This design comes from an exercise in tuning for small area, a short achievable clock period and few clock cycles per item on the open sky130 flow, not from production work. In this exercise RTL edits were held to simulation tests only and were not proved equivalent to the original.

v6:
## assignment
module assignment (
    input logic clk,
    input logic NRST,
    input logic start,
    input logic [10:0] A,
    input logic [10:0] B,
    output logic [20:0] result,
    output logic ready
);
    logic        busy;
    logic        accept;
    logic [10:0] a_value;
    logic [9:0]  b_mod;
    logic [9:0]  b_mod_next;
    logic [20:0] row0, row1;
    logic pp_0_0;
    logic pp_0_1;
    logic pp_0_2;
    logic pp_0_3;
    logic pp_0_4;
    logic pp_0_5;
    logic pp_0_6;
    logic pp_0_7;
    logic pp_0_8;
    logic pp_0_9;
    logic pp_1_0;
    logic pp_1_1;
    logic pp_1_2;
    logic pp_1_3;
    logic pp_1_4;
    logic pp_1_5;
    logic pp_1_6;
    logic pp_1_7;
    logic pp_1_8;
    logic pp_1_9;
    logic pp_2_0;
    logic pp_2_1;
    logic pp_2_2;
    logic pp_2_3;
    logic pp_2_4;
    logic pp_2_5;
    logic pp_2_6;
    logic pp_2_7;
    logic pp_2_8;
    logic pp_2_9;
    logic pp_3_0;
    logic pp_3_1;
    logic pp_3_2;
    logic pp_3_3;
    logic pp_3_4;
    logic pp_3_5;
    logic pp_3_6;
    logic pp_3_7;
    logic pp_3_8;
    logic pp_3_9;
    logic pp_4_0;
    logic pp_4_1;
    logic pp_4_2;
    logic pp_4_3;
    logic pp_4_4;
    logic pp_4_5;
    logic pp_4_6;
    logic pp_4_7;
    logic pp_4_8;
    logic pp_4_9;
    logic pp_5_0;
    logic pp_5_1;
    logic pp_5_2;
    logic pp_5_3;
    logic pp_5_4;
    logic pp_5_5;
    logic pp_5_6;
    logic pp_5_7;
    logic pp_5_8;
    logic pp_5_9;
    logic pp_6_0;
    logic pp_6_1;
    logic pp_6_2;
    logic pp_6_3;
    logic pp_6_4;
    logic pp_6_5;
    logic pp_6_6;
    logic pp_6_7;
    logic pp_6_8;
    logic pp_6_9;
    logic pp_7_0;
    logic pp_7_1;
    logic pp_7_2;
    logic pp_7_3;
    logic pp_7_4;
    logic pp_7_5;
    logic pp_7_6;
    logic pp_7_7;
    logic pp_7_8;
    logic pp_7_9;
    logic pp_8_0;
    logic pp_8_1;
    logic pp_8_2;
    logic pp_8_3;
    logic pp_8_4;
    logic pp_8_5;
    logic pp_8_6;
    logic pp_8_7;
    logic pp_8_8;
    logic pp_8_9;
    logic pp_9_0;
    logic pp_9_1;
    logic pp_9_2;
    logic pp_9_3;
    logic pp_9_4;
    logic pp_9_5;
    logic pp_9_6;
    logic pp_9_7;
    logic pp_9_8;
    logic pp_9_9;
    logic pp_10_0;
    logic pp_10_1;
    logic pp_10_2;
  ...
For scale: ~400 cells after synthesis, about 49 flip-flops, ~47 I/O pins, about 4400 um2 of cells after synthesis.
==> flow/config.mk <==
export PLATFORM = sky130hd
export DESIGN_NAME = assignment
export DESIGN_NICKNAME = assignment
export VERILOG_FILES = /design/flow/design.v
export SDC_FILE = /design/flow/constraint.sdc
export NUM_CORES = 4
export LEC_CHECK = 0
export CAP_MARGIN = 20
export CORE_MARGIN = 2
export CORE_UTILIZATION = 40
export SLEW_MARGIN = 20
export SYNTH_HIERARCHICAL = 1
export SYNTH_MINIMUM_KEEP_SIZE = 0
==> flow/constraint.sdc <==
create_clock -name core_clock -period 12.5 [get_ports {clk}]
set_input_delay 2.5000 -clock core_clock [delete_from_list [all_inputs] [get_ports {clk}]]
set_output_delay 2.5000 -clock core_clock [all_outputs]
set_load 0.01 [all_outputs]
standard.sh (not shown) runs the stock make flow with config.mk's settings and CLKGATE_MAP_FILE= SYNTH_SCRIPT=/design/flow/synth_recipe.tcl, a recipe that flattens the netlist after the stock synthesis.
==> flow/flow/run.sh <==
#!/bin/bash
# The standard layout (the standard.sh: ORFS synthesis to final layout),
# with smaller port buffers and no clock-tree dummy loads.
set -euo pipefail
export BUFFER_PORTS_ARGS="-buffer_cell ${PORT_BUF:-sky130_fd_sc_hd__buf_1}"
export CTS_ARGS="-sink_clustering_enable -repair_clock_nets -dont_use_dummy_load"
bash standard.sh > standard.log 2>&1
v6 did not stop at any stage, and its layout met the timing, DRC and antenna checks.
Testbench counts of v6, summed over its fixed seeds: cycles 3,200, items 1,600.
Inputs modified between v6 and v7:
--- a/flow/flow/run.sh
+++ b/flow/flow/run.sh
@@ -5,3 +5,3 @@
 export BUFFER_PORTS_ARGS="-buffer_cell ${PORT_BUF:-sky130_fd_sc_hd__buf_1}"
-export CTS_ARGS="-sink_clustering_enable -repair_clock_nets -dont_use_dummy_load"
+export CTS_ARGS="-sink_clustering_enable -repair_clock_nets -dont_use_dummy_load -buf_list sky130_fd_sc_hd__clkbuf_8"
 bash standard.sh > standard.log 2>&1
--- a/flow/config.mk
+++ b/flow/config.mk
@@ -9,3 +9,3 @@
 export CORE_MARGIN = 2
-export CORE_UTILIZATION = 40
+export CORE_UTILIZATION = 65
 export SLEW_MARGIN = 20
Notes after the runs:
- The run showing the smaller share of the final layout cell area in sequential cells is v6.
- Cmp v7 vs v6: ratio of final minimum period to clock period lower in v7
- Compared with v6, tap cell count in v7 decreased by more than a quarter.
- v7 ends up with a effective utilization at floorplan that is 25 points higher than in v6.

-- port drivers added, routing unchanged --
Ports are ideal in the flow. The routed layouts listed here were re-timed in OpenROAD.
Step 1: set_driving_cell puts a clkbuf_16 on clk and a buf_2 on each other input, an assumption about the parent block.
Step 2 adds t to the input delays and takes it off the output delays; t is the mean of the earliest and latest rising clock arrival at the registers after step 1. Input paths then give back, and output paths get back, about the clock's delay inside the block.
a / b / c = ideal ports / drivers / drivers and shift; a / b = the first two.
| run | t (ns) | setup WS [ns] | worst register clock-pin slew, ns |
|---|---|---|---|
| v6 | 0.328 | 8.275 / 8.243 / 8.109 | 0.10 / 0.10 |
| v7 | 0.323 | 8.295 / 8.267 / 8.129 | 0.10 / 0.10 |
After both steps setup and hold are still met in every run listed.
